What follows belongs to an exercise in optimizing a design on an open flow for a short achievable clock period; a production flow would make more cautious choices.
The RTL was checked by simulation tests, not by an equivalence proof against the original design.
The clock port is modelled as an ideal driver; clocking choices that lean on that would not hold on a real chip.
Power and IR drop assume default switching activity.

File: flow/flow/run.sh
#!/bin/bash
# Own layout flow: the standard ORFS flow (standard.sh) with a different synthesis step.
#  - flow/gate_synth.tcl present: the design is the hand-mapped gate netlist flow/alu_gates.v
#    (generated by gen/gen_gates.py; same function and register names as rtl/Basic_ALU.v).
set -euo pipefail
here=$(pwd)
args=()
if [ -f flow/gate_synth.tcl ]; then
  export MY_GATES=$here/flow/alu_gates.v
  args+=(SYNTH_SCRIPT=$here/flow/gate_synth.tcl)
elif [ -f flow/my_synth.tcl ]; then
  export MY_ABC_SCRIPT=$here/flow/abc.script
  if [ -f flow/keep.txt ]; then export MY_ABC_KEEP="$(cat flow/keep.txt)"; fi
  args+=(SYNTH_SCRIPT=$here/flow/my_synth.tcl ADDER_MAP_FILE=)
fi
if [ -f flow/post_cts.tcl ]; then args+=(POST_CTS_TCL=$here/flow/post_cts.tcl); fi
bash standard.sh "${args[@]}" finish > $here/flow_make.log 2>&1 || { tail -50 $here/flow_make.log; exit 1; }
tail -5 $here/flow_make.log
test -f out/final.def
File: flow/flow/abc.script
strash
dch -f
map -p
topo
buffer -p -c
upsize -c
dnsize -c
stime -c
File: flow/flow/keep.txt
inv buf nand2 nand3 nor2 nor3 a21oi o21ai a22oi o22ai xor2 xnor2 mux2i
File: flow/flow/my_synth.tcl
# The standard flow's synthesis script (synth_recipe.tcl) with one change: Yosys's abc call uses
# the ABC script named by MY_ABC_SCRIPT, and, when MY_ABC_KEEP lists cell families,
# ABC maps only onto those families (the other combinational cells are dont_use for
# ABC only; the rest of the flow may still use them).
proc synth {args} { yosys synth -nofsm -noshare {*}$args }
proc abc {args} {
  if {[info exists ::env(MY_ABC_SCRIPT)] && $::env(MY_ABC_SCRIPT) ne ""} {
    set i [lsearch -exact $args -script]
    if {$i >= 0} { set args [lreplace $args $i [expr {$i+1}] -script $::env(MY_ABC_SCRIPT)] }
  }
  if {[info exists ::env(MY_ABC_KEEP)] && $::env(MY_ABC_KEEP) ne ""} {
    set keep $::env(MY_ABC_KEEP)
    set f [open [lindex $::env(LIB_FILES) 0] r]
    set text [read $f]
    close $f
    foreach {m name base} [regexp -all -inline {cell\s*\(\s*"?(sky130_fd_sc_hd__([a-z0-9_]+?)_[0-9]+)"?\s*\)} $text] {
      if {[lsearch -exact $keep $base] < 0} { lappend args -dont_use $name }
    }
  }
  puts "MY_ABC: $args"
  yosys abc {*}$args
}
source $::env(SCRIPTS_DIR)/synth.tcl
# left out here: clear keep_hierarchy, flatten, clean up, hide names made inside functions, write 1_2_yosys.v
File: flow/standard.sh
#!/bin/bash
# synth_recipe.tcl (not shown) runs the flow's synth.tcl, then flattens the netlist and writes it again
# the make line also repeats each setting of config.mk as NAME=value (left out here)
make -C /OpenROAD-flow-scripts/flow DESIGN_CONFIG=/design/flow/config.mk WORK_HOME=/design/flow/orfs CLKGATE_MAP_FILE= SYNTH_SCRIPT=/design/flow/synth_recipe.tcl "${@:-finish}"
File: flow/config.mk
export PLATFORM = sky130hd
export DESIGN_NAME = Basic_ALU
export DESIGN_NICKNAME = Basic_ALU
export VERILOG_FILES = /design/flow/design.v
export SDC_FILE = /design/flow/constraint.sdc
export NUM_CORES = 4
export LEC_CHECK = 0
export CAP_MARGIN = 20
export CORE_MARGIN = 2
export CORE_UTILIZATION = 20
export SETUP_SLACK_MARGIN = 3.6
export SLEW_MARGIN = 20
File: flow/constraint.sdc
create_clock -name core_clock -period 6.0 [get_ports {clock}]
set_input_delay 1.2000 -clock core_clock [delete_from_list [all_inputs] [get_ports {clock}]]
set_output_delay 1.2000 -clock core_clock [all_outputs]
set_load 0.01 [all_outputs]
File: flow/design.v
module Basic_ALU (
    clock,
    reset,
    enable,
    aluin1,
    aluin2,
    aluoperation,
    aluopselect,
    aluout
);
    input               clock, reset, enable;
    input      [31:0]   aluin1, aluin2;
    input      [2:0]    aluoperation, aluopselect;
    output reg [32:0]   aluout;
    wire [31:0] a = aluin1;
    wire [31:0] b = aluin2;
    wire is_add = (aluoperation == 3'd1);
    wire is_sub = (aluoperation == 3'd2);
    wire is_not = (aluoperation == 3'd3);
    wire is_and = (aluoperation == 3'd4);
    wire is_or  = (aluoperation == 3'd5);
    wire is_xor = (aluoperation == 3'd6);
    wire is_op  = is_add | is_sub | is_not | is_and | is_or | is_xor;
    wire [31:0] a_g0 = a & b;
    wire [31:0] a_t0 = a | b;
    wire [31:0] s_graw = a & ~b;
    wire [31:0] s_t0 = a | ~b;
    wire [31:0] s_g0 = {s_graw[31:1], s_t0[0]};
    wire [31:0] a_g1, a_t1;
    assign a_g1[0] = a_g0[0];
    assign a_t1[0] = a_t0[0];
    assign a_g1[1] = a_g0[1] | (a_t0[1] & a_g0[0]);
    assign a_t1[1] = a_t0[1] & a_t0[0];
    assign a_g1[2] = a_g0[2] | (a_t0[2] & a_g0[1]);
    assign a_t1[2] = a_t0[2] & a_t0[1];
    assign a_g1[3] = a_g0[3] | (a_t0[3] & a_g0[2]);
    assign a_t1[3] = a_t0[3] & a_t0[2];
    assign a_g1[4] = a_g0[4] | (a_t0[4] & a_g0[3]);
    assign a_t1[4] = a_t0[4] & a_t0[3];
    assign a_g1[5] = a_g0[5] | (a_t0[5] & a_g0[4]);
    assign a_t1[5] = a_t0[5] & a_t0[4];
    assign a_g1[6] = a_g0[6] | (a_t0[6] & a_g0[5]);
    assign a_t1[6] = a_t0[6] & a_t0[5];
    assign a_g1[7] = a_g0[7] | (a_t0[7] & a_g0[6]);
    assign a_t1[7] = a_t0[7] & a_t0[6];
    assign a_g1[8] = a_g0[8] | (a_t0[8] & a_g0[7]);
    assign a_t1[8] = a_t0[8] & a_t0[7];
    assign a_g1[9] = a_g0[9] | (a_t0[9] & a_g0[8]);
    assign a_t1[9] = a_t0[9] & a_t0[8];
    assign a_g1[10] = a_g0[10] | (a_t0[10] & a_g0[9]);
    assign a_t1[10] = a_t0[10] & a_t0[9];
    assign a_g1[11] = a_g0[11] | (a_t0[11] & a_g0[10]);
    assign a_t1[11] = a_t0[11] & a_t0[10];
    assign a_g1[12] = a_g0[12] | (a_t0[12] & a_g0[11]);
    assign a_t1[12] = a_t0[12] & a_t0[11];
    assign a_g1[13] = a_g0[13] | (a_t0[13] & a_g0[12]);
    assign a_t1[13] = a_t0[13] & a_t0[12];
    assign a_g1[14] = a_g0[14] | (a_t0[14] & a_g0[13]);
    assign a_t1[14] = a_t0[14] & a_t0[13];
    assign a_g1[15] = a_g0[15] | (a_t0[15] & a_g0[14]);
    assign a_t1[15] = a_t0[15] & a_t0[14];
    assign a_g1[16] = a_g0[16] | (a_t0[16] & a_g0[15]);
    assign a_t1[16] = a_t0[16] & a_t0[15];
    assign a_g1[17] = a_g0[17] | (a_t0[17] & a_g0[16]);
    assign a_t1[17] = a_t0[17] & a_t0[16];
    assign a_g1[18] = a_g0[18] | (a_t0[18] & a_g0[17]);
    assign a_t1[18] = a_t0[18] & a_t0[17];
    assign a_g1[19] = a_g0[19] | (a_t0[19] & a_g0[18]);
    assign a_t1[19] = a_t0[19] & a_t0[18];
    assign a_g1[20] = a_g0[20] | (a_t0[20] & a_g0[19]);
    assign a_t1[20] = a_t0[20] & a_t0[19];
    assign a_g1[21] = a_g0[21] | (a_t0[21] & a_g0[20]);
    assign a_t1[21] = a_t0[21] & a_t0[20];
    assign a_g1[22] = a_g0[22] | (a_t0[22] & a_g0[21]);
    assign a_t1[22] = a_t0[22] & a_t0[21];
    assign a_g1[23] = a_g0[23] | (a_t0[23] & a_g0[22]);
    assign a_t1[23] = a_t0[23] & a_t0[22];
    assign a_g1[24] = a_g0[24] | (a_t0[24] & a_g0[23]);
    assign a_t1[24] = a_t0[24] & a_t0[23];
    assign a_g1[25] = a_g0[25] | (a_t0[25] & a_g0[24]);
    assign a_t1[25] = a_t0[25] & a_t0[24];
    assign a_g1[26] = a_g0[26] | (a_t0[26] & a_g0[25]);
    assign a_t1[26] = a_t0[26] & a_t0[25];
    assign a_g1[27] = a_g0[27] | (a_t0[27] & a_g0[26]);
    assign a_t1[27] = a_t0[27] & a_t0[26];
    assign a_g1[28] = a_g0[28] | (a_t0[28] & a_g0[27]);
    assign a_t1[28] = a_t0[28] & a_t0[27];
    assign a_g1[29] = a_g0[29] | (a_t0[29] & a_g0[28]);
    assign a_t1[29] = a_t0[29] & a_t0[28];
    assign a_g1[30] = a_g0[30] | (a_t0[30] & a_g0[29]);
    assign a_t1[30] = a_t0[30] & a_t0[29];
    assign a_g1[31] = a_g0[31] | (a_t0[31] & a_g0[30]);
    assign a_t1[31] = a_t0[31] & a_t0[30];
    wire [31:0] a_g2, a_t2;
    assign a_g2[0] = a_g1[0];
    assign a_t2[0] = a_t1[0];
    assign a_g2[1] = a_g1[1];
    assign a_t2[1] = a_t1[1];
    assign a_g2[2] = a_g1[2] | (a_t1[2] & a_g1[0]);
    assign a_t2[2] = a_t1[2] & a_t1[0];
    assign a_g2[3] = a_g1[3] | (a_t1[3] & a_g1[1]);
    assign a_t2[3] = a_t1[3] & a_t1[1];
    assign a_g2[4] = a_g1[4] | (a_t1[4] & a_g1[2]);
    assign a_t2[4] = a_t1[4] & a_t1[2];
    assign a_g2[5] = a_g1[5] | (a_t1[5] & a_g1[3]);
    assign a_t2[5] = a_t1[5] & a_t1[3];
    assign a_g2[6] = a_g1[6] | (a_t1[6] & a_g1[4]);
    assign a_t2[6] = a_t1[6] & a_t1[4];
    assign a_g2[7] = a_g1[7] | (a_t1[7] & a_g1[5]);
    assign a_t2[7] = a_t1[7] & a_t1[5];
    assign a_g2[8] = a_g1[8] | (a_t1[8] & a_g1[6]);
    assign a_t2[8] = a_t1[8] & a_t1[6];
    assign a_g2[9] = a_g1[9] | (a_t1[9] & a_g1[7]);
    assign a_t2[9] = a_t1[9] & a_t1[7];
    assign a_g2[10] = a_g1[10] | (a_t1[10] & a_g1[8]);
    assign a_t2[10] = a_t1[10] & a_t1[8];
    assign a_g2[11] = a_g1[11] | (a_t1[11] & a_g1[9]);
    assign a_t2[11] = a_t1[11] & a_t1[9];
    assign a_g2[12] = a_g1[12] | (a_t1[12] & a_g1[10]);
    assign a_t2[12] = a_t1[12] & a_t1[10];
    assign a_g2[13] = a_g1[13] | (a_t1[13] & a_g1[11]);
    assign a_t2[13] = a_t1[13] & a_t1[11];
    assign a_g2[14] = a_g1[14] | (a_t1[14] & a_g1[12]);
    assign a_t2[14] = a_t1[14] & a_t1[12];
    assign a_g2[15] = a_g1[15] | (a_t1[15] & a_g1[13]);
    assign a_t2[15] = a_t1[15] & a_t1[13];
    assign a_g2[16] = a_g1[16] | (a_t1[16] & a_g1[14]);
    assign a_t2[16] = a_t1[16] & a_t1[14];
    assign a_g2[17] = a_g1[17] | (a_t1[17] & a_g1[15]);
    assign a_t2[17] = a_t1[17] & a_t1[15];
    assign a_g2[18] = a_g1[18] | (a_t1[18] & a_g1[16]);
    assign a_t2[18] = a_t1[18] & a_t1[16];
    assign a_g2[19] = a_g1[19] | (a_t1[19] & a_g1[17]);
    assign a_t2[19] = a_t1[19] & a_t1[17];
    assign a_g2[20] = a_g1[20] | (a_t1[20] & a_g1[18]);
    assign a_t2[20] = a_t1[20] & a_t1[18];
    assign a_g2[21] = a_g1[21] | (a_t1[21] & a_g1[19]);
    assign a_t2[21] = a_t1[21] & a_t1[19];
    assign a_g2[22] = a_g1[22] | (a_t1[22] & a_g1[20]);
    assign a_t2[22] = a_t1[22] & a_t1[20];
    assign a_g2[23] = a_g1[23] | (a_t1[23] & a_g1[21]);
    assign a_t2[23] = a_t1[23] & a_t1[21];
    assign a_g2[24] = a_g1[24] | (a_t1[24] & a_g1[22]);
    assign a_t2[24] = a_t1[24] & a_t1[22];
    assign a_g2[25] = a_g1[25] | (a_t1[25] & a_g1[23]);
    assign a_t2[25] = a_t1[25] & a_t1[23];
    assign a_g2[26] = a_g1[26] | (a_t1[26] & a_g1[24]);
    assign a_t2[26] = a_t1[26] & a_t1[24];
    assign a_g2[27] = a_g1[27] | (a_t1[27] & a_g1[25]);
    assign a_t2[27] = a_t1[27] & a_t1[25];
    assign a_g2[28] = a_g1[28] | (a_t1[28] & a_g1[26]);
    assign a_t2[28] = a_t1[28] & a_t1[26];
    assign a_g2[29] = a_g1[29] | (a_t1[29] & a_g1[27]);
    assign a_t2[29] = a_t1[29] & a_t1[27];
    assign a_g2[30] = a_g1[30] | (a_t1[30] & a_g1[28]);
    assign a_t2[30] = a_t1[30] & a_t1[28];
    assign a_g2[31] = a_g1[31] | (a_t1[31] & a_g1[29]);
    assign a_t2[31] = a_t1[31] & a_t1[29];
    wire [31:0] a_g3, a_t3;
    assign a_g3[0] = a_g2[0];
    assign a_t3[0] = a_t2[0];
    assign a_g3[1] = a_g2[1];
    assign a_t3[1] = a_t2[1];
    assign a_g3[2] = a_g2[2];
    assign a_t3[2] = a_t2[2];
    assign a_g3[3] = a_g2[3];
    assign a_t3[3] = a_t2[3];
    assign a_g3[4] = a_g2[4] | (a_t2[4] & a_g2[0]);
    assign a_t3[4] = a_t2[4] & a_t2[0];
    assign a_g3[5] = a_g2[5] | (a_t2[5] & a_g2[1]);
    assign a_t3[5] = a_t2[5] & a_t2[1];
    assign a_g3[6] = a_g2[6] | (a_t2[6] & a_g2[2]);
    assign a_t3[6] = a_t2[6] & a_t2[2];
    assign a_g3[7] = a_g2[7] | (a_t2[7] & a_g2[3]);
    assign a_t3[7] = a_t2[7] & a_t2[3];
    assign a_g3[8] = a_g2[8] | (a_t2[8] & a_g2[4]);
    assign a_t3[8] = a_t2[8] & a_t2[4];
    assign a_g3[9] = a_g2[9] | (a_t2[9] & a_g2[5]);
    assign a_t3[9] = a_t2[9] & a_t2[5];
    assign a_g3[10] = a_g2[10] | (a_t2[10] & a_g2[6]);
    assign a_t3[10] = a_t2[10] & a_t2[6];
    assign a_g3[11] = a_g2[11] | (a_t2[11] & a_g2[7]);
    assign a_t3[11] = a_t2[11] & a_t2[7];
    assign a_g3[12] = a_g2[12] | (a_t2[12] & a_g2[8]);
    assign a_t3[12] = a_t2[12] & a_t2[8];
    assign a_g3[13] = a_g2[13] | (a_t2[13] & a_g2[9]);
    assign a_t3[13] = a_t2[13] & a_t2[9];
    assign a_g3[14] = a_g2[14] | (a_t2[14] & a_g2[10]);
    assign a_t3[14] = a_t2[14] & a_t2[10];
    assign a_g3[15] = a_g2[15] | (a_t2[15] & a_g2[11]);
    assign a_t3[15] = a_t2[15] & a_t2[11];
    assign a_g3[16] = a_g2[16] | (a_t2[16] & a_g2[12]);
    assign a_t3[16] = a_t2[16] & a_t2[12];
    assign a_g3[17] = a_g2[17] | (a_t2[17] & a_g2[13]);
    assign a_t3[17] = a_t2[17] & a_t2[13];
    assign a_g3[18] = a_g2[18] | (a_t2[18] & a_g2[14]);
    assign a_t3[18] = a_t2[18] & a_t2[14];
    assign a_g3[19] = a_g2[19] | (a_t2[19] & a_g2[15]);
    assign a_t3[19] = a_t2[19] & a_t2[15];
    assign a_g3[20] = a_g2[20] | (a_t2[20] & a_g2[16]);
    assign a_t3[20] = a_t2[20] & a_t2[16];
    assign a_g3[21] = a_g2[21] | (a_t2[21] & a_g2[17]);
    assign a_t3[21] = a_t2[21] & a_t2[17];
    assign a_g3[22] = a_g2[22] | (a_t2[22] & a_g2[18]);
    assign a_t3[22] = a_t2[22] & a_t2[18];
    assign a_g3[23] = a_g2[23] | (a_t2[23] & a_g2[19]);
    assign a_t3[23] = a_t2[23] & a_t2[19];
    assign a_g3[24] = a_g2[24] | (a_t2[24] & a_g2[20]);
    assign a_t3[24] = a_t2[24] & a_t2[20];
    assign a_g3[25] = a_g2[25] | (a_t2[25] & a_g2[21]);
    assign a_t3[25] = a_t2[25] & a_t2[21];
    assign a_g3[26] = a_g2[26] | (a_t2[26] & a_g2[22]);
    assign a_t3[26] = a_t2[26] & a_t2[22];
    assign a_g3[27] = a_g2[27] | (a_t2[27] & a_g2[23]);
    assign a_t3[27] = a_t2[27] & a_t2[23];
    assign a_g3[28] = a_g2[28] | (a_t2[28] & a_g2[24]);
    assign a_t3[28] = a_t2[28] & a_t2[24];
    assign a_g3[29] = a_g2[29] | (a_t2[29] & a_g2[25]);
    assign a_t3[29] = a_t2[29] & a_t2[25];
    assign a_g3[30] = a_g2[30] | (a_t2[30] & a_g2[26]);
    assign a_t3[30] = a_t2[30] & a_t2[26];
    assign a_g3[31] = a_g2[31] | (a_t2[31] & a_g2[27]);
    assign a_t3[31] = a_t2[31] & a_t2[27];
    wire [31:0] a_g4, a_t4;
    assign a_g4[0] = a_g3[0];
    assign a_t4[0] = a_t3[0];
    assign a_g4[1] = a_g3[1];
    assign a_t4[1] = a_t3[1];
    assign a_g4[2] = a_g3[2];
    assign a_t4[2] = a_t3[2];
    assign a_g4[3] = a_g3[3];
    assign a_t4[3] = a_t3[3];
    assign a_g4[4] = a_g3[4];
    assign a_t4[4] = a_t3[4];
    assign a_g4[5] = a_g3[5];
    assign a_t4[5] = a_t3[5];
    assign a_g4[6] = a_g3[6];
    assign a_t4[6] = a_t3[6];
    assign a_g4[7] = a_g3[7];
    assign a_t4[7] = a_t3[7];
    assign a_g4[8] = a_g3[8] | (a_t3[8] & a_g3[0]);
    assign a_t4[8] = a_t3[8] & a_t3[0];
    assign a_g4[9] = a_g3[9] | (a_t3[9] & a_g3[1]);
    assign a_t4[9] = a_t3[9] & a_t3[1];
    assign a_g4[10] = a_g3[10] | (a_t3[10] & a_g3[2]);
    assign a_t4[10] = a_t3[10] & a_t3[2];
    assign a_g4[11] = a_g3[11] | (a_t3[11] & a_g3[3]);
    assign a_t4[11] = a_t3[11] & a_t3[3];
    assign a_g4[12] = a_g3[12] | (a_t3[12] & a_g3[4]);
    assign a_t4[12] = a_t3[12] & a_t3[4];
    assign a_g4[13] = a_g3[13] | (a_t3[13] & a_g3[5]);
    assign a_t4[13] = a_t3[13] & a_t3[5];
    assign a_g4[14] = a_g3[14] | (a_t3[14] & a_g3[6]);
    assign a_t4[14] = a_t3[14] & a_t3[6];
    assign a_g4[15] = a_g3[15] | (a_t3[15] & a_g3[7]);
    assign a_t4[15] = a_t3[15] & a_t3[7];
    assign a_g4[16] = a_g3[16] | (a_t3[16] & a_g3[8]);
    assign a_t4[16] = a_t3[16] & a_t3[8];
    assign a_g4[17] = a_g3[17] | (a_t3[17] & a_g3[9]);
    assign a_t4[17] = a_t3[17] & a_t3[9];
    assign a_g4[18] = a_g3[18] | (a_t3[18] & a_g3[10]);
    assign a_t4[18] = a_t3[18] & a_t3[10];
    assign a_g4[19] = a_g3[19] | (a_t3[19] & a_g3[11]);
    assign a_t4[19] = a_t3[19] & a_t3[11];
    assign a_g4[20] = a_g3[20] | (a_t3[20] & a_g3[12]);
    assign a_t4[20] = a_t3[20] & a_t3[12];
    assign a_g4[21] = a_g3[21] | (a_t3[21] & a_g3[13]);
    assign a_t4[21] = a_t3[21] & a_t3[13];
    assign a_g4[22] = a_g3[22] | (a_t3[22] & a_g3[14]);
    assign a_t4[22] = a_t3[22] & a_t3[14];
    assign a_g4[23] = a_g3[23] | (a_t3[23] & a_g3[15]);
    assign a_t4[23] = a_t3[23] & a_t3[15];
    assign a_g4[24] = a_g3[24] | (a_t3[24] & a_g3[16]);
    assign a_t4[24] = a_t3[24] & a_t3[16];
    assign a_g4[25] = a_g3[25] | (a_t3[25] & a_g3[17]);
    assign a_t4[25] = a_t3[25] & a_t3[17];
    assign a_g4[26] = a_g3[26] | (a_t3[26] & a_g3[18]);
    assign a_t4[26] = a_t3[26] & a_t3[18];
    assign a_g4[27] = a_g3[27] | (a_t3[27] & a_g3[19]);
    assign a_t4[27] = a_t3[27] & a_t3[19];
    assign a_g4[28] = a_g3[28] | (a_t3[28] & a_g3[20]);
    assign a_t4[28] = a_t3[28] & a_t3[20];
    assign a_g4[29] = a_g3[29] | (a_t3[29] & a_g3[21]);
    assign a_t4[29] = a_t3[29] & a_t3[21];
    assign a_g4[30] = a_g3[30] | (a_t3[30] & a_g3[22]);
    assign a_t4[30] = a_t3[30] & a_t3[22];
    assign a_g4[31] = a_g3[31] | (a_t3[31] & a_g3[23]);
    assign a_t4[31] = a_t3[31] & a_t3[23];
    wire [31:0] a_g5, a_t5;
    assign a_g5[0] = a_g4[0];
    assign a_t5[0] = a_t4[0];
    assign a_g5[1] = a_g4[1];
    assign a_t5[1] = a_t4[1];
    assign a_g5[2] = a_g4[2];
    assign a_t5[2] = a_t4[2];
    assign a_g5[3] = a_g4[3];
    assign a_t5[3] = a_t4[3];
    assign a_g5[4] = a_g4[4];
    assign a_t5[4] = a_t4[4];
    assign a_g5[5] = a_g4[5];
    assign a_t5[5] = a_t4[5];
    assign a_g5[6] = a_g4[6];
    assign a_t5[6] = a_t4[6];
    assign a_g5[7] = a_g4[7];
    assign a_t5[7] = a_t4[7];
    assign a_g5[8] = a_g4[8];
    assign a_t5[8] = a_t4[8];
    assign a_g5[9] = a_g4[9];
    assign a_t5[9] = a_t4[9];
    assign a_g5[10] = a_g4[10];
    assign a_t5[10] = a_t4[10];
    assign a_g5[11] = a_g4[11];
    assign a_t5[11] = a_t4[11];
    assign a_g5[12] = a_g4[12];
    assign a_t5[12] = a_t4[12];
    assign a_g5[13] = a_g4[13];
    assign a_t5[13] = a_t4[13];
    assign a_g5[14] = a_g4[14];
    assign a_t5[14] = a_t4[14];
    assign a_g5[15] = a_g4[15];
    assign a_t5[15] = a_t4[15];
    assign a_g5[16] = a_g4[16] | (a_t4[16] & a_g4[0]);
    assign a_t5[16] = a_t4[16] & a_t4[0];
    assign a_g5[17] = a_g4[17] | (a_t4[17] & a_g4[1]);
    assign a_t5[17] = a_t4[17] & a_t4[1];
    assign a_g5[18] = a_g4[18] | (a_t4[18] & a_g4[2]);
    assign a_t5[18] = a_t4[18] & a_t4[2];
    assign a_g5[19] = a_g4[19] | (a_t4[19] & a_g4[3]);
    assign a_t5[19] = a_t4[19] & a_t4[3];
    assign a_g5[20] = a_g4[20] | (a_t4[20] & a_g4[4]);
    assign a_t5[20] = a_t4[20] & a_t4[4];
    assign a_g5[21] = a_g4[21] | (a_t4[21] & a_g4[5]);
    assign a_t5[21] = a_t4[21] & a_t4[5];
    assign a_g5[22] = a_g4[22] | (a_t4[22] & a_g4[6]);
    assign a_t5[22] = a_t4[22] & a_t4[6];
    assign a_g5[23] = a_g4[23] | (a_t4[23] & a_g4[7]);
    assign a_t5[23] = a_t4[23] & a_t4[7];
    assign a_g5[24] = a_g4[24] | (a_t4[24] & a_g4[8]);
    assign a_t5[24] = a_t4[24] & a_t4[8];
    assign a_g5[25] = a_g4[25] | (a_t4[25] & a_g4[9]);
    assign a_t5[25] = a_t4[25] & a_t4[9];
    assign a_g5[26] = a_g4[26] | (a_t4[26] & a_g4[10]);
    assign a_t5[26] = a_t4[26] & a_t4[10];
    assign a_g5[27] = a_g4[27] | (a_t4[27] & a_g4[11]);
    assign a_t5[27] = a_t4[27] & a_t4[11];
    assign a_g5[28] = a_g4[28] | (a_t4[28] & a_g4[12]);
    assign a_t5[28] = a_t4[28] & a_t4[12];
    assign a_g5[29] = a_g4[29] | (a_t4[29] & a_g4[13]);
    assign a_t5[29] = a_t4[29] & a_t4[13];
    assign a_g5[30] = a_g4[30] | (a_t4[30] & a_g4[14]);
    assign a_t5[30] = a_t4[30] & a_t4[14];
    assign a_g5[31] = a_g4[31] | (a_t4[31] & a_g4[15]);
    assign a_t5[31] = a_t4[31] & a_t4[15];
    wire [31:0] s_g1, s_t1;
    assign s_g1[0] = s_g0[0];
    assign s_t1[0] = s_t0[0];
    assign s_g1[1] = s_g0[1] | (s_t0[1] & s_g0[0]);
    assign s_t1[1] = s_t0[1] & s_t0[0];
    assign s_g1[2] = s_g0[2] | (s_t0[2] & s_g0[1]);
    assign s_t1[2] = s_t0[2] & s_t0[1];
    assign s_g1[3] = s_g0[3] | (s_t0[3] & s_g0[2]);
    assign s_t1[3] = s_t0[3] & s_t0[2];
    assign s_g1[4] = s_g0[4] | (s_t0[4] & s_g0[3]);
    assign s_t1[4] = s_t0[4] & s_t0[3];
    assign s_g1[5] = s_g0[5] | (s_t0[5] & s_g0[4]);
    assign s_t1[5] = s_t0[5] & s_t0[4];
    assign s_g1[6] = s_g0[6] | (s_t0[6] & s_g0[5]);
    assign s_t1[6] = s_t0[6] & s_t0[5];
    assign s_g1[7] = s_g0[7] | (s_t0[7] & s_g0[6]);
    assign s_t1[7] = s_t0[7] & s_t0[6];
    assign s_g1[8] = s_g0[8] | (s_t0[8] & s_g0[7]);
    assign s_t1[8] = s_t0[8] & s_t0[7];
    assign s_g1[9] = s_g0[9] | (s_t0[9] & s_g0[8]);
    assign s_t1[9] = s_t0[9] & s_t0[8];
    assign s_g1[10] = s_g0[10] | (s_t0[10] & s_g0[9]);
    assign s_t1[10] = s_t0[10] & s_t0[9];
    assign s_g1[11] = s_g0[11] | (s_t0[11] & s_g0[10]);
    assign s_t1[11] = s_t0[11] & s_t0[10];
    assign s_g1[12] = s_g0[12] | (s_t0[12] & s_g0[11]);
    assign s_t1[12] = s_t0[12] & s_t0[11];
    assign s_g1[13] = s_g0[13] | (s_t0[13] & s_g0[12]);
    assign s_t1[13] = s_t0[13] & s_t0[12];
    assign s_g1[14] = s_g0[14] | (s_t0[14] & s_g0[13]);
    assign s_t1[14] = s_t0[14] & s_t0[13];
    assign s_g1[15] = s_g0[15] | (s_t0[15] & s_g0[14]);
    assign s_t1[15] = s_t0[15] & s_t0[14];
    assign s_g1[16] = s_g0[16] | (s_t0[16] & s_g0[15]);
    assign s_t1[16] = s_t0[16] & s_t0[15];
    assign s_g1[17] = s_g0[17] | (s_t0[17] & s_g0[16]);
    assign s_t1[17] = s_t0[17] & s_t0[16];
    assign s_g1[18] = s_g0[18] | (s_t0[18] & s_g0[17]);
    assign s_t1[18] = s_t0[18] & s_t0[17];
    assign s_g1[19] = s_g0[19] | (s_t0[19] & s_g0[18]);
    assign s_t1[19] = s_t0[19] & s_t0[18];
    assign s_g1[20] = s_g0[20] | (s_t0[20] & s_g0[19]);
    assign s_t1[20] = s_t0[20] & s_t0[19];
    assign s_g1[21] = s_g0[21] | (s_t0[21] & s_g0[20]);
    assign s_t1[21] = s_t0[21] & s_t0[20];
    assign s_g1[22] = s_g0[22] | (s_t0[22] & s_g0[21]);
    assign s_t1[22] = s_t0[22] & s_t0[21];
    assign s_g1[23] = s_g0[23] | (s_t0[23] & s_g0[22]);
    assign s_t1[23] = s_t0[23] & s_t0[22];
    assign s_g1[24] = s_g0[24] | (s_t0[24] & s_g0[23]);
    assign s_t1[24] = s_t0[24] & s_t0[23];
    assign s_g1[25] = s_g0[25] | (s_t0[25] & s_g0[24]);
    assign s_t1[25] = s_t0[25] & s_t0[24];
    assign s_g1[26] = s_g0[26] | (s_t0[26] & s_g0[25]);
    assign s_t1[26] = s_t0[26] & s_t0[25];
    assign s_g1[27] = s_g0[27] | (s_t0[27] & s_g0[26]);
    assign s_t1[27] = s_t0[27] & s_t0[26];
    assign s_g1[28] = s_g0[28] | (s_t0[28] & s_g0[27]);
    assign s_t1[28] = s_t0[28] & s_t0[27];
    assign s_g1[29] = s_g0[29] | (s_t0[29] & s_g0[28]);
    assign s_t1[29] = s_t0[29] & s_t0[28];
    assign s_g1[30] = s_g0[30] | (s_t0[30] & s_g0[29]);
    assign s_t1[30] = s_t0[30] & s_t0[29];
    assign s_g1[31] = s_g0[31] | (s_t0[31] & s_g0[30]);
    assign s_t1[31] = s_t0[31] & s_t0[30];
    wire [31:0] s_g2, s_t2;
    assign s_g2[0] = s_g1[0];
    assign s_t2[0] = s_t1[0];
    assign s_g2[1] = s_g1[1];
    assign s_t2[1] = s_t1[1];
    assign s_g2[2] = s_g1[2] | (s_t1[2] & s_g1[0]);
    assign s_t2[2] = s_t1[2] & s_t1[0];
    assign s_g2[3] = s_g1[3] | (s_t1[3] & s_g1[1]);
    assign s_t2[3] = s_t1[3] & s_t1[1];
    assign s_g2[4] = s_g1[4] | (s_t1[4] & s_g1[2]);
    assign s_t2[4] = s_t1[4] & s_t1[2];
    assign s_g2[5] = s_g1[5] | (s_t1[5] & s_g1[3]);
    assign s_t2[5] = s_t1[5] & s_t1[3];
    assign s_g2[6] = s_g1[6] | (s_t1[6] & s_g1[4]);
    assign s_t2[6] = s_t1[6] & s_t1[4];
    assign s_g2[7] = s_g1[7] | (s_t1[7] & s_g1[5]);
    assign s_t2[7] = s_t1[7] & s_t1[5];
    assign s_g2[8] = s_g1[8] | (s_t1[8] & s_g1[6]);
    assign s_t2[8] = s_t1[8] & s_t1[6];
    assign s_g2[9] = s_g1[9] | (s_t1[9] & s_g1[7]);
    assign s_t2[9] = s_t1[9] & s_t1[7];
    assign s_g2[10] = s_g1[10] | (s_t1[10] & s_g1[8]);
    assign s_t2[10] = s_t1[10] & s_t1[8];
    assign s_g2[11] = s_g1[11] | (s_t1[11] & s_g1[9]);
    assign s_t2[11] = s_t1[11] & s_t1[9];
    assign s_g2[12] = s_g1[12] | (s_t1[12] & s_g1[10]);
    assign s_t2[12] = s_t1[12] & s_t1[10];
    assign s_g2[13] = s_g1[13] | (s_t1[13] & s_g1[11]);
    assign s_t2[13] = s_t1[13] & s_t1[11];
    assign s_g2[14] = s_g1[14] | (s_t1[14] & s_g1[12]);
    assign s_t2[14] = s_t1[14] & s_t1[12];
    assign s_g2[15] = s_g1[15] | (s_t1[15] & s_g1[13]);
    assign s_t2[15] = s_t1[15] & s_t1[13];
    assign s_g2[16] = s_g1[16] | (s_t1[16] & s_g1[14]);
    assign s_t2[16] = s_t1[16] & s_t1[14];
    assign s_g2[17] = s_g1[17] | (s_t1[17] & s_g1[15]);
    assign s_t2[17] = s_t1[17] & s_t1[15];
    assign s_g2[18] = s_g1[18] | (s_t1[18] & s_g1[16]);
    assign s_t2[18] = s_t1[18] & s_t1[16];
    assign s_g2[19] = s_g1[19] | (s_t1[19] & s_g1[17]);
    assign s_t2[19] = s_t1[19] & s_t1[17];
    assign s_g2[20] = s_g1[20] | (s_t1[20] & s_g1[18]);
    assign s_t2[20] = s_t1[20] & s_t1[18];
    assign s_g2[21] = s_g1[21] | (s_t1[21] & s_g1[19]);
    assign s_t2[21] = s_t1[21] & s_t1[19];
    assign s_g2[22] = s_g1[22] | (s_t1[22] & s_g1[20]);
    assign s_t2[22] = s_t1[22] & s_t1[20];
    assign s_g2[23] = s_g1[23] | (s_t1[23] & s_g1[21]);
    assign s_t2[23] = s_t1[23] & s_t1[21];
    assign s_g2[24] = s_g1[24] | (s_t1[24] & s_g1[22]);
    assign s_t2[24] = s_t1[24] & s_t1[22];
    assign s_g2[25] = s_g1[25] | (s_t1[25] & s_g1[23]);
    assign s_t2[25] = s_t1[25] & s_t1[23];
    assign s_g2[26] = s_g1[26] | (s_t1[26] & s_g1[24]);
    assign s_t2[26] = s_t1[26] & s_t1[24];
    assign s_g2[27] = s_g1[27] | (s_t1[27] & s_g1[25]);
    assign s_t2[27] = s_t1[27] & s_t1[25];
    assign s_g2[28] = s_g1[28] | (s_t1[28] & s_g1[26]);
    assign s_t2[28] = s_t1[28] & s_t1[26];
    assign s_g2[29] = s_g1[29] | (s_t1[29] & s_g1[27]);
    assign s_t2[29] = s_t1[29] & s_t1[27];
    assign s_g2[30] = s_g1[30] | (s_t1[30] & s_g1[28]);
    assign s_t2[30] = s_t1[30] & s_t1[28];
    assign s_g2[31] = s_g1[31] | (s_t1[31] & s_g1[29]);
    assign s_t2[31] = s_t1[31] & s_t1[29];
    wire [31:0] s_g3, s_t3;
    assign s_g3[0] = s_g2[0];
    assign s_t3[0] = s_t2[0];
    assign s_g3[1] = s_g2[1];
    assign s_t3[1] = s_t2[1];
    assign s_g3[2] = s_g2[2];
    assign s_t3[2] = s_t2[2];
    assign s_g3[3] = s_g2[3];
    assign s_t3[3] = s_t2[3];
    assign s_g3[4] = s_g2[4] | (s_t2[4] & s_g2[0]);
    assign s_t3[4] = s_t2[4] & s_t2[0];
    assign s_g3[5] = s_g2[5] | (s_t2[5] & s_g2[1]);
    assign s_t3[5] = s_t2[5] & s_t2[1];
    assign s_g3[6] = s_g2[6] | (s_t2[6] & s_g2[2]);
    assign s_t3[6] = s_t2[6] & s_t2[2];
    assign s_g3[7] = s_g2[7] | (s_t2[7] & s_g2[3]);
    assign s_t3[7] = s_t2[7] & s_t2[3];
    assign s_g3[8] = s_g2[8] | (s_t2[8] & s_g2[4]);
    assign s_t3[8] = s_t2[8] & s_t2[4];
    assign s_g3[9] = s_g2[9] | (s_t2[9] & s_g2[5]);
    assign s_t3[9] = s_t2[9] & s_t2[5];
    assign s_g3[10] = s_g2[10] | (s_t2[10] & s_g2[6]);
    assign s_t3[10] = s_t2[10] & s_t2[6];
    assign s_g3[11] = s_g2[11] | (s_t2[11] & s_g2[7]);
    assign s_t3[11] = s_t2[11] & s_t2[7];
    assign s_g3[12] = s_g2[12] | (s_t2[12] & s_g2[8]);
    assign s_t3[12] = s_t2[12] & s_t2[8];
    assign s_g3[13] = s_g2[13] | (s_t2[13] & s_g2[9]);
    assign s_t3[13] = s_t2[13] & s_t2[9];
    assign s_g3[14] = s_g2[14] | (s_t2[14] & s_g2[10]);
    assign s_t3[14] = s_t2[14] & s_t2[10];
    assign s_g3[15] = s_g2[15] | (s_t2[15] & s_g2[11]);
    assign s_t3[15] = s_t2[15] & s_t2[11];
    assign s_g3[16] = s_g2[16] | (s_t2[16] & s_g2[12]);
    assign s_t3[16] = s_t2[16] & s_t2[12];
    assign s_g3[17] = s_g2[17] | (s_t2[17] & s_g2[13]);
    assign s_t3[17] = s_t2[17] & s_t2[13];
    assign s_g3[18] = s_g2[18] | (s_t2[18] & s_g2[14]);
    assign s_t3[18] = s_t2[18] & s_t2[14];
    assign s_g3[19] = s_g2[19] | (s_t2[19] & s_g2[15]);
    assign s_t3[19] = s_t2[19] & s_t2[15];
    assign s_g3[20] = s_g2[20] | (s_t2[20] & s_g2[16]);
    assign s_t3[20] = s_t2[20] & s_t2[16];
    assign s_g3[21] = s_g2[21] | (s_t2[21] & s_g2[17]);
    assign s_t3[21] = s_t2[21] & s_t2[17];
    assign s_g3[22] = s_g2[22] | (s_t2[22] & s_g2[18]);
    assign s_t3[22] = s_t2[22] & s_t2[18];
    assign s_g3[23] = s_g2[23] | (s_t2[23] & s_g2[19]);
    assign s_t3[23] = s_t2[23] & s_t2[19];
    assign s_g3[24] = s_g2[24] | (s_t2[24] & s_g2[20]);
    assign s_t3[24] = s_t2[24] & s_t2[20];
    assign s_g3[25] = s_g2[25] | (s_t2[25] & s_g2[21]);
    assign s_t3[25] = s_t2[25] & s_t2[21];
    assign s_g3[26] = s_g2[26] | (s_t2[26] & s_g2[22]);
    assign s_t3[26] = s_t2[26] & s_t2[22];
    assign s_g3[27] = s_g2[27] | (s_t2[27] & s_g2[23]);
    assign s_t3[27] = s_t2[27] & s_t2[23];
    assign s_g3[28] = s_g2[28] | (s_t2[28] & s_g2[24]);
    assign s_t3[28] = s_t2[28] & s_t2[24];
    assign s_g3[29] = s_g2[29] | (s_t2[29] & s_g2[25]);
    assign s_t3[29] = s_t2[29] & s_t2[25];
    assign s_g3[30] = s_g2[30] | (s_t2[30] & s_g2[26]);
    assign s_t3[30] = s_t2[30] & s_t2[26];
    assign s_g3[31] = s_g2[31] | (s_t2[31] & s_g2[27]);
    assign s_t3[31] = s_t2[31] & s_t2[27];
    wire [31:0] s_g4, s_t4;
    assign s_g4[0] = s_g3[0];
    assign s_t4[0] = s_t3[0];
    assign s_g4[1] = s_g3[1];
    assign s_t4[1] = s_t3[1];
    assign s_g4[2] = s_g3[2];
    assign s_t4[2] = s_t3[2];
    assign s_g4[3] = s_g3[3];
    assign s_t4[3] = s_t3[3];
    assign s_g4[4] = s_g3[4];
    assign s_t4[4] = s_t3[4];
    assign s_g4[5] = s_g3[5];
    assign s_t4[5] = s_t3[5];
    assign s_g4[6] = s_g3[6];
    assign s_t4[6] = s_t3[6];
    assign s_g4[7] = s_g3[7];
    assign s_t4[7] = s_t3[7];
    assign s_g4[8] = s_g3[8] | (s_t3[8] & s_g3[0]);
    assign s_t4[8] = s_t3[8] & s_t3[0];
    assign s_g4[9] = s_g3[9] | (s_t3[9] & s_g3[1]);
    assign s_t4[9] = s_t3[9] & s_t3[1];
    assign s_g4[10] = s_g3[10] | (s_t3[10] & s_g3[2]);
    assign s_t4[10] = s_t3[10] & s_t3[2];
    assign s_g4[11] = s_g3[11] | (s_t3[11] & s_g3[3]);
    assign s_t4[11] = s_t3[11] & s_t3[3];
    assign s_g4[12] = s_g3[12] | (s_t3[12] & s_g3[4]);
    assign s_t4[12] = s_t3[12] & s_t3[4];
    assign s_g4[13] = s_g3[13] | (s_t3[13] & s_g3[5]);
    assign s_t4[13] = s_t3[13] & s_t3[5];
    assign s_g4[14] = s_g3[14] | (s_t3[14] & s_g3[6]);
    assign s_t4[14] = s_t3[14] & s_t3[6];
    assign s_g4[15] = s_g3[15] | (s_t3[15] & s_g3[7]);
    assign s_t4[15] = s_t3[15] & s_t3[7];
    assign s_g4[16] = s_g3[16] | (s_t3[16] & s_g3[8]);
    assign s_t4[16] = s_t3[16] & s_t3[8];
    assign s_g4[17] = s_g3[17] | (s_t3[17] & s_g3[9]);
    assign s_t4[17] = s_t3[17] & s_t3[9];
    assign s_g4[18] = s_g3[18] | (s_t3[18] & s_g3[10]);
    assign s_t4[18] = s_t3[18] & s_t3[10];
    assign s_g4[19] = s_g3[19] | (s_t3[19] & s_g3[11]);
    assign s_t4[19] = s_t3[19] & s_t3[11];
    assign s_g4[20] = s_g3[20] | (s_t3[20] & s_g3[12]);
    assign s_t4[20] = s_t3[20] & s_t3[12];
    assign s_g4[21] = s_g3[21] | (s_t3[21] & s_g3[13]);
    assign s_t4[21] = s_t3[21] & s_t3[13];
    assign s_g4[22] = s_g3[22] | (s_t3[22] & s_g3[14]);
    assign s_t4[22] = s_t3[22] & s_t3[14];
    assign s_g4[23] = s_g3[23] | (s_t3[23] & s_g3[15]);
    assign s_t4[23] = s_t3[23] & s_t3[15];
    assign s_g4[24] = s_g3[24] | (s_t3[24] & s_g3[16]);
    assign s_t4[24] = s_t3[24] & s_t3[16];
    assign s_g4[25] = s_g3[25] | (s_t3[25] & s_g3[17]);
    assign s_t4[25] = s_t3[25] & s_t3[17];
    assign s_g4[26] = s_g3[26] | (s_t3[26] & s_g3[18]);
    assign s_t4[26] = s_t3[26] & s_t3[18];
    assign s_g4[27] = s_g3[27] | (s_t3[27] & s_g3[19]);
    assign s_t4[27] = s_t3[27] & s_t3[19];
    assign s_g4[28] = s_g3[28] | (s_t3[28] & s_g3[20]);
    assign s_t4[28] = s_t3[28] & s_t3[20];
    assign s_g4[29] = s_g3[29] | (s_t3[29] & s_g3[21]);
    assign s_t4[29] = s_t3[29] & s_t3[21];
    assign s_g4[30] = s_g3[30] | (s_t3[30] & s_g3[22]);
    assign s_t4[30] = s_t3[30] & s_t3[22];
    assign s_g4[31] = s_g3[31] | (s_t3[31] & s_g3[23]);
    assign s_t4[31] = s_t3[31] & s_t3[23];
    wire [31:0] s_g5, s_t5;
    assign s_g5[0] = s_g4[0];
    assign s_t5[0] = s_t4[0];
    assign s_g5[1] = s_g4[1];
    assign s_t5[1] = s_t4[1];
    assign s_g5[2] = s_g4[2];
    assign s_t5[2] = s_t4[2];
    assign s_g5[3] = s_g4[3];
    assign s_t5[3] = s_t4[3];
    assign s_g5[4] = s_g4[4];
    assign s_t5[4] = s_t4[4];
    assign s_g5[5] = s_g4[5];
    assign s_t5[5] = s_t4[5];
    assign s_g5[6] = s_g4[6];
    assign s_t5[6] = s_t4[6];
    assign s_g5[7] = s_g4[7];
    assign s_t5[7] = s_t4[7];
    assign s_g5[8] = s_g4[8];
    assign s_t5[8] = s_t4[8];
    assign s_g5[9] = s_g4[9];
    assign s_t5[9] = s_t4[9];
    assign s_g5[10] = s_g4[10];
    assign s_t5[10] = s_t4[10];
    assign s_g5[11] = s_g4[11];
    assign s_t5[11] = s_t4[11];
    assign s_g5[12] = s_g4[12];
    assign s_t5[12] = s_t4[12];
    assign s_g5[13] = s_g4[13];
    assign s_t5[13] = s_t4[13];
    assign s_g5[14] = s_g4[14];
    assign s_t5[14] = s_t4[14];
    assign s_g5[15] = s_g4[15];
    assign s_t5[15] = s_t4[15];
    assign s_g5[16] = s_g4[16] | (s_t4[16] & s_g4[0]);
    assign s_t5[16] = s_t4[16] & s_t4[0];
    assign s_g5[17] = s_g4[17] | (s_t4[17] & s_g4[1]);
    assign s_t5[17] = s_t4[17] & s_t4[1];
    assign s_g5[18] = s_g4[18] | (s_t4[18] & s_g4[2]);
    assign s_t5[18] = s_t4[18] & s_t4[2];
    assign s_g5[19] = s_g4[19] | (s_t4[19] & s_g4[3]);
    assign s_t5[19] = s_t4[19] & s_t4[3];
    assign s_g5[20] = s_g4[20] | (s_t4[20] & s_g4[4]);
    assign s_t5[20] = s_t4[20] & s_t4[4];
    assign s_g5[21] = s_g4[21] | (s_t4[21] & s_g4[5]);
    assign s_t5[21] = s_t4[21] & s_t4[5];
    assign s_g5[22] = s_g4[22] | (s_t4[22] & s_g4[6]);
    assign s_t5[22] = s_t4[22] & s_t4[6];
    assign s_g5[23] = s_g4[23] | (s_t4[23] & s_g4[7]);
    assign s_t5[23] = s_t4[23] & s_t4[7];
    assign s_g5[24] = s_g4[24] | (s_t4[24] & s_g4[8]);
    assign s_t5[24] = s_t4[24] & s_t4[8];
    assign s_g5[25] = s_g4[25] | (s_t4[25] & s_g4[9]);
    assign s_t5[25] = s_t4[25] & s_t4[9];
    assign s_g5[26] = s_g4[26] | (s_t4[26] & s_g4[10]);
    assign s_t5[26] = s_t4[26] & s_t4[10];
    assign s_g5[27] = s_g4[27] | (s_t4[27] & s_g4[11]);
    assign s_t5[27] = s_t4[27] & s_t4[11];
    assign s_g5[28] = s_g4[28] | (s_t4[28] & s_g4[12]);
    assign s_t5[28] = s_t4[28] & s_t4[12];
    assign s_g5[29] = s_g4[29] | (s_t4[29] & s_g4[13]);
    assign s_t5[29] = s_t4[29] & s_t4[13];
    assign s_g5[30] = s_g4[30] | (s_t4[30] & s_g4[14]);
    assign s_t5[30] = s_t4[30] & s_t4[14];
    assign s_g5[31] = s_g4[31] | (s_t4[31] & s_g4[15]);
    assign s_t5[31] = s_t4[31] & s_t4[15];
    wire [32:0] ca = {a_g5, 1'b0};
    wire [32:0] cs = {s_g5, 1'b1};
    wire [31:0] px = a ^ b;
    wire load  = ~reset & enable & is_op;
    wire sel_a = ~reset & enable & is_add;
    wire sel_s = ~reset & enable & is_sub;
    wire sel_l = ~reset & enable & (is_not | is_and | is_or | is_xor);
    wire hold  = ~reset & ~load;
    wire [31:0] logic_res = ({32{is_not}} & ~b)
                          | ({32{is_and}} & (a & b))
                          | ({32{is_or}}  & (a | b))
                          | ({32{is_xor}} & px);
    wire [31:0] other = ({32{sel_l}} & logic_res) | ({32{hold}} & aluout[31:0]);
    wire [31:0] nxt_lo = ({32{sel_a}} & (px ^ ca[31:0])) | ({32{sel_s}} & (~px ^ cs[31:0])) | other;
    wire        nxt_hi = (sel_a & ca[32]) | (sel_s & ~cs[32]) | (hold & aluout[32]);
    always @(posedge clock) begin
        aluout <= {nxt_hi, nxt_lo};
    end
endmodule
==> out/qor.txt, run 1 <==
Critical path arrival: 2.71 ns
Syn Area/Cell: 5.34 um^2
Startpoint Class: input pin
Crit path kind: input pin to register
Antenna Nets Post-Route: 0
Max reg flops: 33
Clk slew on worst S/H paths: 0.08 ns
GRT overflow: 0
Min-delay worst type: register to register
Core Box Area: 0.0409 mm^2
Pins Over Slew Limit: 0
Switching Share: 0.536
Worst EP required: 6.19 ns
Gate Count Post-Synth: 1556
PortBufs: 102
Vias in the first global route: 11700
Die span in y: 208 um
Layout Skew: 0 ns
Status: complete, no violations
Clk pwr share: 0.168
Final hold violations: 0
Mapped Area: 0.00831 mm^2
Power per cell area: 136 mW/mm^2
Pin count of the biggest net entering global routing: 33
Final core occ: 0.320
Initial detailed-routing violation count: 1579
1st-pass router iterations: 6
Seq/Total Area, Yosys: 0.0795
VDD IR-drop max: 0.104 mV
Synthesis-stage register bit count: 33
Largest registers: aluout x33
Slew HR: 0.548
Max Clock Freq: 397 MHz
Dpl hpwl: 34800 um
Synth Warn #: 1
TritonCTS clock tree: done
Worst-Margin Slew: 0.674 ns
Number of max-cap violations: 0
Tot Pwr: 1790 uW
R2R Setup Slk: 5.25 ns
GRT Util Overall: 0.211
Leakage power total: 0.00540 uW
Routed WL per cell: 21.6 um
Area delta synth->final: 57.5%
Unrepaired setup endpoints after global routing: yes
Placed cell count: 2112
Crit-path max FO: 10
Nets: 1779
# IOs: 106
First-pass GRT wire length: 70400 um
Final wirelength: 48400 um
Seq pwr share: 0.142
Clk sinks: 33
Initial antenna violation count: 0
TNS Setup: 0 ns
Synth Net Count: 1629
Crit. End Element: register
Detailed-route via count: 12400
Combinational Power Share: 0.690
Gpl congestion: 0.969
Initial core utilization: 0.203
Netlist cell types: 28
Final Cycle Share: 0.420
Biggest register: aluout
Final Setup Violations: 0
Diode count: 0
Die ar.: 0.0432 mm^2
Worst skew pair latency: 0.31 ns
Psw: 956 uW
Share of layout cells above drive strength 1: 0.388
Vias per cell: 5.52
Total internal power: 829 uW
Rows: 74
# DRC: 0
Chip width: 208 um
Layout Cells excl Fill: 2239
Minimum clock period: 2.52 ns
==> critical path, stage by stage <==
cell and delay (ns):
buf_6 0.13, inv_2 0.09, a22oi_2 0.28, buf_4 0.17, nand2_1 0.08, a21oi_4 0.19, o21ai_2 0.11, a21oi_2 0.17
o21ai_1 0.10, nand3_2 0.11, nand3_2 0.08
==> layer usage <==
| layer | global-route usage | vias to the layer above | share of wire |
|---|---|---|---|
| li1 | - | 5646 | - |
| met1 | 0.281 | 5826 | 0.41 |
| met2 | 0.332 | 752 | 0.44 |
| met3 | 0.0378 | 140 | 0.098 |
| met4 | 0.0920 | 0 | 0.051 |
| met5 | 0 | - | 0 |
==> final timing paths <==
path                       from                 end  cells after the start
min reg2reg   aluout[3]$_DFF_P_   aluout[3]$_DFF_P_                      2
min           aluout[3]$_DFF_P_   aluout[3]$_DFF_P_                      2
max reg2reg  aluout[15]$_DFF_P_  aluout[15]$_DFF_P_                      2
max                   aluin1[5]  aluout[31]$_DFF_P_                     11
==> placed cells by master, fill, tap and decap left out, types with 8 or more instances in the layout <==
master and instances:
a21oi_1 184, nand3_2 33, nor2_1 83, buf_2 9
xnor2_1 33, inv_4 13, inv_1 156, o22ai_2 9
a21oi_2 62, dlygate4sd2_1 34, nand3_1 167, buf_6 32
o21ai_0 39, clkbuf_4 10, nor2_4 20, xor2_1 8
inv_2 41, o22ai_1 55, nor3_4 12, o22ai_4 19
a21oi_4 43, nand2_1 184, nand2_4 19, a22oi_2 21
nand2_2 48, buf_4 113, o21ai_4 20, o21ai_2 28
dfxtp_1 30, clkinvlp_4 9, buf_12 20, nor2_2 33
nand3_4 19, o21ai_1 61
==> cell type report <==
class | count | area, um^2
Clock buffer | 5 | 125
Sequential cell | 33 | 664
Timing Repair inverter | 1 | 7.51
Inverter | 224 | 945
Tap cell | 532 | 666
Clock inverter | 3 | 17.5
Timing Repair Buffer | 224 | 2150
Multi-Input combinational cell | 1217 | 8520
Fill cell | 4409 | 27800
==> cells in the mapped netlist <==
| library cell | number | area share |
|---|---|---|
| a21oi_1 | 271 | 0.16 |
| a21oi_2 | 17 | 0.018 |
| a21oi_4 | 1 | 0.0020 |
| a22oi_1 | 15 | 0.014 |
| a22oi_2 | 11 | 0.017 |
| a22oi_4 | 3 | 0.0077 |
| buf_1 | 16 | 0.0072 |
| buf_2 | 22 | 0.013 |
| buf_4 | 38 | 0.034 |
| buf_6 | 8 | 0.011 |
| dfxtp_1 | 33 | 0.079 |
| inv_1 | 196 | 0.089 |
| inv_2 | 28 | 0.013 |
| nand2_1 | 250 | 0.11 |
| nand2_2 | 3 | 0.0023 |
| nand3_1 | 217 | 0.13 |
| nand3_2 | 1 | 0.0012 |
| nor2_1 | 134 | 0.061 |
| nor2_2 | 1 | 0.00075 |
| nor3_1 | 10 | 0.0060 |
| nor3_2 | 9 | 0.011 |
| o21ai_0 | 94 | 0.057 |
| o21ai_1 | 45 | 0.027 |
| o21ai_2 | 9 | 0.0095 |
| o22ai_1 | 71 | 0.053 |
| o22ai_2 | 12 | 0.018 |
| xnor2_1 | 33 | 0.035 |
| xor2_1 | 8 | 0.0084 |
==> stage by stage <==
stage / hold WS [ns] / worst slack [ns] / instance area [um^2]
after global placement: 0.461 / 1.93 / 9640
after detailed placement: 0.466 / 1.87 / 9640
after global routing: 0.509 / 3.47 / 13100
after floorplan: 0.501 / 3.58 / 8470
final: 0.476 / 3.48 / 13100
==> cells by family (layout without fill, tap and decap cells) <==
group                  count (synthesis)  after routing  share of synthesized area
flip-flops                            33             33                     0.0795
buffers and inverters                308            457                      0.167
AO/OA/AOI/OAI                        549            549                      0.385
XOR/XNOR                              41             41                     0.0432
AND/OR/NAND/NOR                      625            627                      0.325
==> power groups by stage <==
stage	combinational, uW	sequential, uW	clock (uW)
finish	1230	253	300
floorplan	560	261	0
global route	1300	256	310
global placement	846	258	0
detailed placement	851	258	0
==> run 2: changes to the inputs <==
--- a/flow/flow/run.sh
+++ b/flow/flow/run.sh
@@ -2,4 +2,4 @@
 # Own layout flow: the standard ORFS flow (standard.sh) with a different synthesis step.
-#  - flow/gate_synth.tcl present: the design is the hand-mapped gate netlist flow/alu_gates.v
-#    (generated by gen/gen_gates.py; same function and register names as rtl/Basic_ALU.v).
+#  - flow/gate_synth.tcl present: the design is a hand-mapped gate netlist that
+#    flow/gen_gates.py writes to alu_gates.v (same function and register names as rtl/Basic_ALU.v).
 set -euo pipefail
@@ -8,3 +8,4 @@
 if [ -f flow/gate_synth.tcl ]; then
-  export MY_GATES=$here/flow/alu_gates.v
+  python3 flow/gen_gates.py > $here/alu_gates.v
+  export MY_GATES=$here/alu_gates.v
   args+=(SYNTH_SCRIPT=$here/flow/gate_synth.tcl)
==> flow/flow/post_cts.tcl (new file) <==
# Extra setup repair after CTS (sourced by ORFS's cts.tcl as POST_CTS_TCL):
# a longer repair_timing run, then a greedy sizer that tries every drive strength
# of each cell on the worst path and keeps the one that gives the best worst slack.
log_cmd estimate_parasitics -placement
puts "post_cts: WS before [worst_slack -max]"
set margin [expr {[info exists ::env(SETUP_SLACK_MARGIN)] ? $::env(SETUP_SLACK_MARGIN) : 0}]
log_cmd repair_timing -setup -setup_margin $margin -repair_tns 100 -max_passes 1000 -sequence "sizeup,swap"
puts "post_cts: WS after repair_timing [worst_slack -max]"
estimate_parasitics -placement
puts "post_cts: WS after repair re-estimated [worst_slack -max]"

proc size_family {cell} {
  set name [get_name $cell]
  if {![regexp {^(sky130_fd_sc_hd__[a-z0-9_]+?)_([0-9]+)$} $name -> base sz]} { return {} }
  set res {}
  foreach c [get_lib_cells ${base}_*] {
    set n [get_name $c]
    if {![regexp "^${base}_\[0-9\]+\$" $n]} continue
    set bad 0
    foreach pat $::env(DONT_USE_CELLS) { if {[string match $pat $n]} { set bad 1 } }
    if {!$bad} { lappend res $n }
  }
  return $res
}
proc path_insts {} {
  set pe [lindex [find_timing_paths -path_delay max -group_path_count 1] 0]
  set insts {}
  foreach pin [[$pe path] pins] {
    set pn [get_full_name $pin]
    set k [string last "/" $pn]
    if {$k < 0} continue
    set iname [string range $pn 0 [expr {$k-1}]]
    if {[lsearch -exact $insts $iname] < 0} { lappend insts $iname }
  }
  return $insts
}
set stall 0
for {set it 0} {$it < 80 && $stall < 3} {incr it} {
  set ws_start [worst_slack -max]
  foreach iname [path_insts] {
    set inst [get_cells $iname]
    set cur [get_name [get_lib_cells -of_objects $inst]]
    if {[string match "*__df*" $cur] || [string match "*clkbuf*" $cur]} continue
    set best $cur; set bestws [worst_slack -max]
    foreach c [size_family [get_lib_cells -of_objects $inst]] {
      if {$c eq $cur} continue
      replace_cell $inst $c
      estimate_parasitics -placement
      set ws [worst_slack -max]
      if {$ws > $bestws + 1e-5} { set best $c; set bestws $ws }
    }
    replace_cell $inst $best
    estimate_parasitics -placement
  }
  set ws_end [worst_slack -max]
  if {$ws_end > $ws_start + 1e-4} { set stall 0 } else { incr stall }
}
puts "post_cts: WS after sizer [worst_slack -max]"
estimate_parasitics -placement
puts "post_cts: WS after sizer re-estimated [worst_slack -max]"
set result [catch { detailed_placement } msg]
if { $result != 0 } { error "post_cts: detailed placement failed: $msg" }
check_placement -verbose
log_cmd estimate_parasitics -placement
puts "post_cts: WS after legalization [worst_slack -max]"
==> run 2 against run 1 <==
Critical path type unchanged. Clock skew unchanged. Highest routed layer unchanged. Sequential power barely moved. Fmax increased by 2.7%. Combinational power rose by 8%. Critical endpoint is now aluout[27]$_DFF_P_. Synthesized cell count is the same.
==> out/qor.txt, run 2 <==
Status: complete, no violations
Crit-path max FO: 10 (unchanged)
First-pass GRT wire length: 70700 um (+0.39%)
Gate Count Post-Synth: 1556 (unchanged)
Dominant synthesized flop cell: dfxtp_1
Gpl congestion: 0.969 (unchanged)
Clk slew on worst S/H paths: 0.08 ns (about the same)
Clk sinks: 33 (unchanged)
Worst skew pair latency: 0.31 ns (about the same)
Synth Net Count: 1629 (unchanged)
Max reg flops: 33 (unchanged)
Chip width: 208 um (unchanged)
Pins Over Slew Limit: 0 (unchanged)
Most common cell in the synthesized netlist: a21oi_1
Synth Area in Simple Gates: 0.325 (unchanged)
# DRC: 0 (unchanged)
Slowest-stage cell, CP: o21ai_1
Worst EP required: 6.19 ns (about the same)
Asr flop ratio synth: 0 (unchanged)
Top cells by count, synth: 271 x a21oi_1, 250 x nand2_1, 217 x nand3_1
Area leader, netlist: a21oi_1
Antenna Nets Post-Route: 0 (unchanged)
Initial core utilization: 0.203 (unchanged)
Worst-Margin Slew: 0.674 ns (-0.0000731 ns)
Core Box Area: 0.0409 mm^2 (unchanged)
Slew HR: 0.548 (about the same)
Tot Pwr: 1890 uW (+5.6%)
Initial antenna violation count: 0 (unchanged)
Crit path kind: input pin to register
Unrepaired setup endpoints after global routing: yes
Synth top area share: 0.163 (unchanged)
Leakage power total: 0.00567 uW (+5.0%)
Power per cell area: 135 mW/mm^2 (-1.2%)
Commonest non-fill, non-tap cell in the layout: a21oi_1
Cells along the critical path: buf_4, nand2_1, o21ai_1, a21oi_2, o21ai_1, inv_1, nand2_1, o22ai_1, nand3_1, nand3_1
PortBufs: 102 (unchanged)
Min-delay worst type: register to register
Number of max-cap violations: 0 (unchanged)
VDD IR-drop max: 0.107 mV (+3.2%)
Share of layout cells above drive strength 1: 0.444 (+0.0561)
Final Cell Area: 0.0140 mm^2 (+6.9%)
Worst path top cell family by delay: compound AO/OA/AOI/OAI gates
Max Clock Freq: 407 MHz (+2.7%)
Syn Area/Cell: 5.34 um^2 (unchanged)
Final Cycle Share: 0.409 (-0.0109)
Vias per cell: 5.61 (+1.6%)
Area delta synth->final: 68.3%
Initial detailed-routing violation count: 1520 (-3.7%)
Pin count of the biggest net entering global routing: 33 (unchanged)
Startpoint Class: input pin
Synth Warn #: 1 (unchanged)
Buf/Inv on CP: 2 (-1)
1st-pass router iterations: 6 (unchanged)
Crit. End Element: register
Post-DP Area: 0.00964 mm^2 (unchanged)
Biggest register: aluout
GRT overflow: 0 (unchanged)
Final Setup Violations: 0 (unchanged)
Area share of fa/ha/maj cells after synthesis: 0 (unchanged)
Die ar.: 0.0432 mm^2 (unchanged)
Nets: 1800 (+1.2%)
Final wirelength: 50000 um (+3.4%)
Area share of xor/xnor cells in the synthesized design: 0.0432 (unchanged)
Diode count: 0 (unchanged)
Most frequent cells in the layout: 169 x a21oi_1, 166 x nand2_1, 152 x inv_1
Die span in y: 208 um (unchanged)
Final core occ: 0.342 (+0.0220)
Worst Hold Slack: 0.474 ns (-0.00147 ns)
CP max stage delay: 0.32 ns (+0.04 ns)
Vias in the first global route: 11800 (+0.44%)
EDFF count, synth: 0 (unchanged)
Dpl hpwl: 34800 um (unchanged)
Largest family of logic cells by synthesized area: compound AO/OA/AOI/OAI gates
Synthesis-stage register bit count: 33 (unchanged)
Minimum clock period: 2.46 ns (-0.0654 ns)
Detailed-route via count: 12700 (+2.5%)
Compound-gate portion of the synthesized area: 0.385 (unchanged)
TritonCTS clock tree: done
Layout Skew: 0 ns (unchanged)
Critical path arrival: 2.65 ns (-0.06 ns)
Rows: 74 (unchanged)
GRT Util Overall: 0.212 (+0.000769)
Area contributors post-synth: a21oi_1 16%, nand3_1 13%, nand2_1 11%, inv_1 8.9%, dfxtp_1 7.9%
Mux cell area share after synthesis: 0 (unchanged)
# IOs: 106 (unchanged)
TNS Setup: 0 ns (unchanged)
Final hold violations: 0 (unchanged)
Seq/Total Area, Yosys: 0.0795 (unchanged)
R2R Setup Slk: 5.25 ns (about the same)
Netlist cell types: 28 (unchanged)
Largest registers: aluout x33
Routed WL per cell: 22.1 um (+2.4%)
Mapped Area: 0.00831 mm^2 (unchanged)
run 2: cell counts after synthesis:
Identical to the previous run, type by type.
run 2: path summary, 6_finish.rpt:
path	start	endpoint	cells past startpoint
max	aluin2[19]	aluout[27]$_DFF_P_	10
min	aluout[3]$_DFF_P_	aluout[3]$_DFF_P_	2
max reg2reg	aluout[15]$_DFF_P_	aluout[15]$_DFF_P_	2
min reg2reg	aluout[3]$_DFF_P_	aluout[3]$_DFF_P_	2
run 2: cell families (layout without fill, tap and decap cells):
family,after synthesis,after routing
AO/OA/AOI/OAI,549,549
buffers and inverters,308,478
flip-flops,33,33
AND/OR/NAND/NOR,625,627
XOR/XNOR,41,41
run 2: layer usage:
metal,vias to the layer above,global-route usage,routed length (um)
li1,5706,-,-
met1,5986,0.281,20100
met2,814,0.332,22300
met3,170,0.0410,5120
met4,0,0.0932,2540
met5,-,0,0
run 2: cell type report:
type                            count  area, um^2
Sequential cell                    33         664
Timing Repair Buffer              245        2470
Timing Repair inverter              1        7.51
Fill cell                        4276       26900
Inverter                          224         971
Tap cell                          532         666
Multi-Input combinational cell   1217        9070
Clock inverter                      3        17.5
Clock buffer                        5         125
run 2: power by group:
part / internal, uW / switching [uW] / leakage (uW) / total, uW
Combinational: 481 / 848 / 0.00533 / 1330
Sequential: 239 / 14.7 / 0.000271 / 253
Clock: 154 / 149 / 0.0000696 / 303
run 2: worst register-to-register path: cells and delay by family (launching register included):
kind,cells,cell delay (ns)
flops,1,0.34
compound gates,1,0.20
simple gates,1,0.09
run 2: metrics by stage:
stage          worst slack, ns  std cells
3_3_place_gp              1.93       2112
3_5_place_dp              1.87       2112
5_1_grt                   3.48       2260
6_report                  3.54       2260
2_1_floorplan             3.58       1556

-- port drivers added, routing unchanged --
The results above use ideal ports. As a check the final layouts listed here were re-extracted and re-timed, cells and wires unchanged.
Step 1, drivers: a clkbuf_16 drives clock and a buf_2 each remaining input, both assumed.
Step 2 also shifts input and output timing later by t, the mid clock arrival at the registers, as if the neighbouring blocks saw the same clock.
Slacks: ideal ports / drivers / drivers and shift; pairs: ideal ports / drivers.
| run | shift t [ns] | slack for setup (ns) | pins driven straight from the clock port |
|---|---|---|---|
| run 1 | 0.354 | 3.479 / 3.471 / 3.116 | 1 |
| run 2 | 0.353 | 3.544 / 3.504 / 3.151 | 1 |
After both steps every run listed still meets setup and hold. The setup slack of run 2, which loses most, moves by -0.040 ns with the drivers and by -0.393 ns with both steps.
